From an optimization exercise on the open Yosys and OpenROAD flow, aimed at small area, a short achievable clock period and few clock cycles; shortcuts taken in it are not production practice.
Where RTL was checked, it was by simulation tests only, not by an equivalence proof against the original.

## produto_escalar
module produto_escalar (
    input  logic         clk_i,
    input  logic         rst_i,
    input  logic         iniciar,
    input  logic [31:0]  a0, a1, a2, a3, a4, a5, a6, a7,
    input  logic [31:0]  b0, b1, b2, b3, b4, b5, b6, b7,
    output logic [63:0]  resultado,
    output logic         concluido
);
  logic        iniciar_prev;
  logic [9:1]  fase;           
  logic [31:0] a_r;
  logic [15:0] one_r, dif_r, neg_r;
  logic [63:0] prod0, prod1, prod2;
  wire ocupado = |fase;
  wire inicio  = iniciar & ~iniciar_prev & ~ocupado;
  wire en      = inicio | (|fase[7:1]);
  always_ff @(posedge clk_i) begin
    if (rst_i) begin
      iniciar_prev <= 1'b0;
      fase         <= 9'd0;
      concluido    <= 1'b0;
    end else begin
      iniciar_prev <= iniciar;
      fase         <= {fase[8:1], inicio};
      if (inicio)       concluido <= 1'b0;
      else if (fase[9]) concluido <= 1'b1;
    end
  end
  wire [31:0] a_sel = ({32{~ocupado}} & a0) | ({32{fase[1]}} & a1) |
                      ({32{fase[2]}} & a2) | ({32{fase[3]}} & a3) |
                      ({32{fase[4]}} & a4) | ({32{fase[5]}} & a5) |
                      ({32{fase[6]}} & a6) | ({32{fase[7]}} & a7);
  wire [31:0] b_sel = ({32{~ocupado}} & b0) | ({32{fase[1]}} & b1) |
                      ({32{fase[2]}} & b2) | ({32{fase[3]}} & b3) |
                      ({32{fase[4]}} & b4) | ({32{fase[5]}} & b5) |
                      ({32{fase[6]}} & b6) | ({32{fase[7]}} & b7);
  wire [15:0] one_d, dif_d, neg_d;
  assign one_d[0] = en & (b_sel[0] ^ 1'b0);
  assign dif_d[0] = en & (b_sel[1] ^ b_sel[0]);
  assign neg_d[0] = en & b_sel[1];
  assign one_d[1] = en & (b_sel[2] ^ b_sel[1]);
  assign dif_d[1] = en & (b_sel[3] ^ b_sel[2]);
  assign neg_d[1] = en & b_sel[3];
  assign one_d[2] = en & (b_sel[4] ^ b_sel[3]);
  assign dif_d[2] = en & (b_sel[5] ^ b_sel[4]);
  assign neg_d[2] = en & b_sel[5];
  assign one_d[3] = en & (b_sel[6] ^ b_sel[5]);
  assign dif_d[3] = en & (b_sel[7] ^ b_sel[6]);
  assign neg_d[3] = en & b_sel[7];
  assign one_d[4] = en & (b_sel[8] ^ b_sel[7]);
  assign dif_d[4] = en & (b_sel[9] ^ b_sel[8]);
  ...
For scale: roughly 4400 cells after synthesis, roughly 340 flip-flops, ~37000 sq um of cells after synthesis.
==> flow/config.mk <==
export PLATFORM = sky130hd
export DESIGN_NAME = produto_escalar
export DESIGN_NICKNAME = produto_escalar
export VERILOG_FILES = /design/flow/design.v
export SDC_FILE = /design/flow/constraint.sdc
export NUM_CORES = 4
export LEC_CHECK = 0
export CAP_MARGIN = 20
export CORE_MARGIN = 2
export CORE_UTILIZATION = 40
export SLEW_MARGIN = 20
export SYNTH_HIERARCHICAL = 1
export SYNTH_MINIMUM_KEEP_SIZE = 0
export BUFFER_PORTS_ARGS = -buffer_cell sky130_fd_sc_hd__buf_1
==> flow/constraint.sdc <==
create_clock -name core_clock -period 11.5 [get_ports {clk_i}]
set_input_delay 2.3000 -clock core_clock [delete_from_list [all_inputs] [get_ports {clk_i}]]
set_output_delay 2.3000 -clock core_clock [all_outputs]
set_load 0.01 [all_outputs]
standard.sh (not shown) runs the stock make flow with config.mk's settings and CLKGATE_MAP_FILE= SYNTH_SCRIPT=/design/flow/synth_recipe.tcl, a recipe that flattens the netlist after the stock synthesis.
==> flow/flow/run.sh <==
#!/bin/bash
set -e
echo 'export BUFFER_PORTS_ARGS = -buffer_cell sky130_fd_sc_hd__buf_1' >> config.mk
bash standard.sh SETUP_SLACK_MARGIN=7.5 finish > standard.log 2>&1
Rerun with:
==> flow/flow/run.sh (replaced) <==
#!/bin/bash
set -e
echo 'export BUFFER_PORTS_ARGS = -buffer_cell sky130_fd_sc_hd__buf_1' >> config.mk
bash standard.sh SETUP_SLACK_MARGIN=7.8 finish > standard.log 2>&1
- final area went up by a few percent
- wire length went down slightly
- clock-buffer cell count went up by 3
- fmax went up by roughly a tenth
- synthesized cell count stays the same
- die area stays the same
- core utilization went up by 2.4 points
- via count went up slightly
- worst setup slack is better by 0.35 ns
- worst hold slack is better by 0.025 ns
No functional check of the RTL was part of any run of this note.

========
Another version of the RTL of produto_escalar (not shown whole).
Size in the first run: about 3,400 cells after synthesis, ~0.034 mm2 of cells after synthesis.
==> flow/config.mk <==
export PLATFORM = sky130hd
export DESIGN_NAME = produto_escalar
export DESIGN_NICKNAME = produto_escalar
export VERILOG_FILES = /design/flow/design.v
export SDC_FILE = /design/flow/constraint.sdc
export NUM_CORES = 4
export LEC_CHECK = 0
export CAP_MARGIN = 20
export CORE_MARGIN = 2
export CORE_UTILIZATION = 40
export SLEW_MARGIN = 20
export SYNTH_HIERARCHICAL = 1
export SYNTH_MINIMUM_KEEP_SIZE = 0
export BUFFER_PORTS_ARGS = -buffer_cell sky130_fd_sc_hd__buf_1
==> flow/constraint.sdc <==
create_clock -name core_clock -period 11.5 [get_ports {clk_i}]
set_input_delay 2.3000 -clock core_clock [delete_from_list [all_inputs] [get_ports {clk_i}]]
set_output_delay 2.3000 -clock core_clock [all_outputs]
set_load 0.01 [all_outputs]
==> flow/flow/run.sh <==
#!/bin/bash
set -e
echo 'export BUFFER_PORTS_ARGS = -buffer_cell sky130_fd_sc_hd__buf_1' >> config.mk
bash standard.sh SETUP_SLACK_MARGIN=7 ABC_CLOCK_PERIOD_IN_PS=1500 finish > standard.log 2>&1
Testbench counts at the start, summed over its fixed seeds: cycles 24,000.
Change:
==> flow/run.sh (new file) <==
#!/bin/bash
# synth_recipe.tcl (not shown) runs the flow's synth.tcl, then flattens the netlist and writes it again
# the make line also repeats each setting of config.mk as NAME=value (left out here)
make -C /OpenROAD-flow-scripts/flow DESIGN_CONFIG=/design/flow/config.mk WORK_HOME=/design/flow/orfs CLKGATE_MAP_FILE= SYNTH_SCRIPT=/design/flow/synth_recipe.tcl finish
- BUFFER_PORTS_ARGS: -buffer_cell sky130_fd_sc_hd__buf_1 -> not set
- SETUP_SLACK_MARGIN: not set -> 5
removed: flow/flow/run.sh
removed: flow/standard.sh
Outcome: Utilization climbs by 2.1 points. Design area rises by 4.3%. Via count goes down by 2.2%. Routed wire length went up by 1.4%. Synthesized area does not change. Hold slack is worse by 21 ps. Critical path depth went down by 5. Worst setup slack degrades by 450 ps.
Change:
==> flow/flow/run.sh (new file) <==
#!/bin/bash
set -e
echo 'export BUFFER_PORTS_ARGS = -buffer_cell sky130_fd_sc_hd__buf_1' >> config.mk
bash standard.sh > standard.log 2>&1
==> flow/standard.sh (new file) <==
#!/bin/bash
# synth_recipe.tcl (not shown) runs the flow's synth.tcl, then flattens the netlist and writes it again
# the make line also repeats each setting of config.mk as NAME=value (left out here)
make -C /OpenROAD-flow-scripts/flow DESIGN_CONFIG=/design/flow/config.mk WORK_HOME=/design/flow/orfs CLKGATE_MAP_FILE= SYNTH_SCRIPT=/design/flow/synth_recipe.tcl "${@:-finish}"
- BUFFER_PORTS_ARGS: not set -> -buffer_cell sky130_fd_sc_hd__buf_1
- SETUP_SLACK_MARGIN: 5 -> not set
removed: flow/run.sh
Routed wire length barely changes.
Cell count barely changes.
Hold slack improved by 54 ps.
Design area drops by roughly a tenth.
Global-route usage climbs by 0.26 points.
Worst setup slack got worse by 480 ps.
Fmax drops by a few percent.
Synthesized area is unchanged.

==> port drivers added, routing unchanged <==
Ports are ideal in the flow. The routed layouts listed here were re-timed in OpenROAD.
Step 1: set_driving_cell puts a clkbuf_16 on clk_i and a buf_2 on each other input, an assumption about the parent block.
Step 2 times the ports against the registers' clock, not the clock port: input delays grow and output delays shrink by t, the midpoint of the rising clock arrivals with the driver on.
Three values: ideal, step 1, step 2; two values: the first two.
run	t (ns)	slack for setup (ns)	clock arrival spread, ns	worst register clock-pin slew, ns	cell pins on the clock port's net
the first run of note 1	0.666	7.433 / 7.482 / 6.816	0.047 / 0.048	0.07 / 0.07	1
the second run of note 1	0.663	7.778 / 7.746 / 7.172	0.039 / 0.039	0.07 / 0.07	1
the first run of note 2	0.668	5.505 / 5.434 / 6.102	0.022 / 0.022	0.07 / 0.07	1
the second run of note 2	0.659	5.053 / 4.984 / 5.643	0.031 / 0.032	0.07 / 0.07	1
the third run of note 2	0.673	4.573 / 4.505 / 5.178	0.015 / 0.015	0.07 / 0.07	1
After both steps every run listed still meets setup and hold. For the first run of note 1, which loses most, drivers alone change the setup slack by +0.049 ns; drivers and shift together by -0.617 ns.
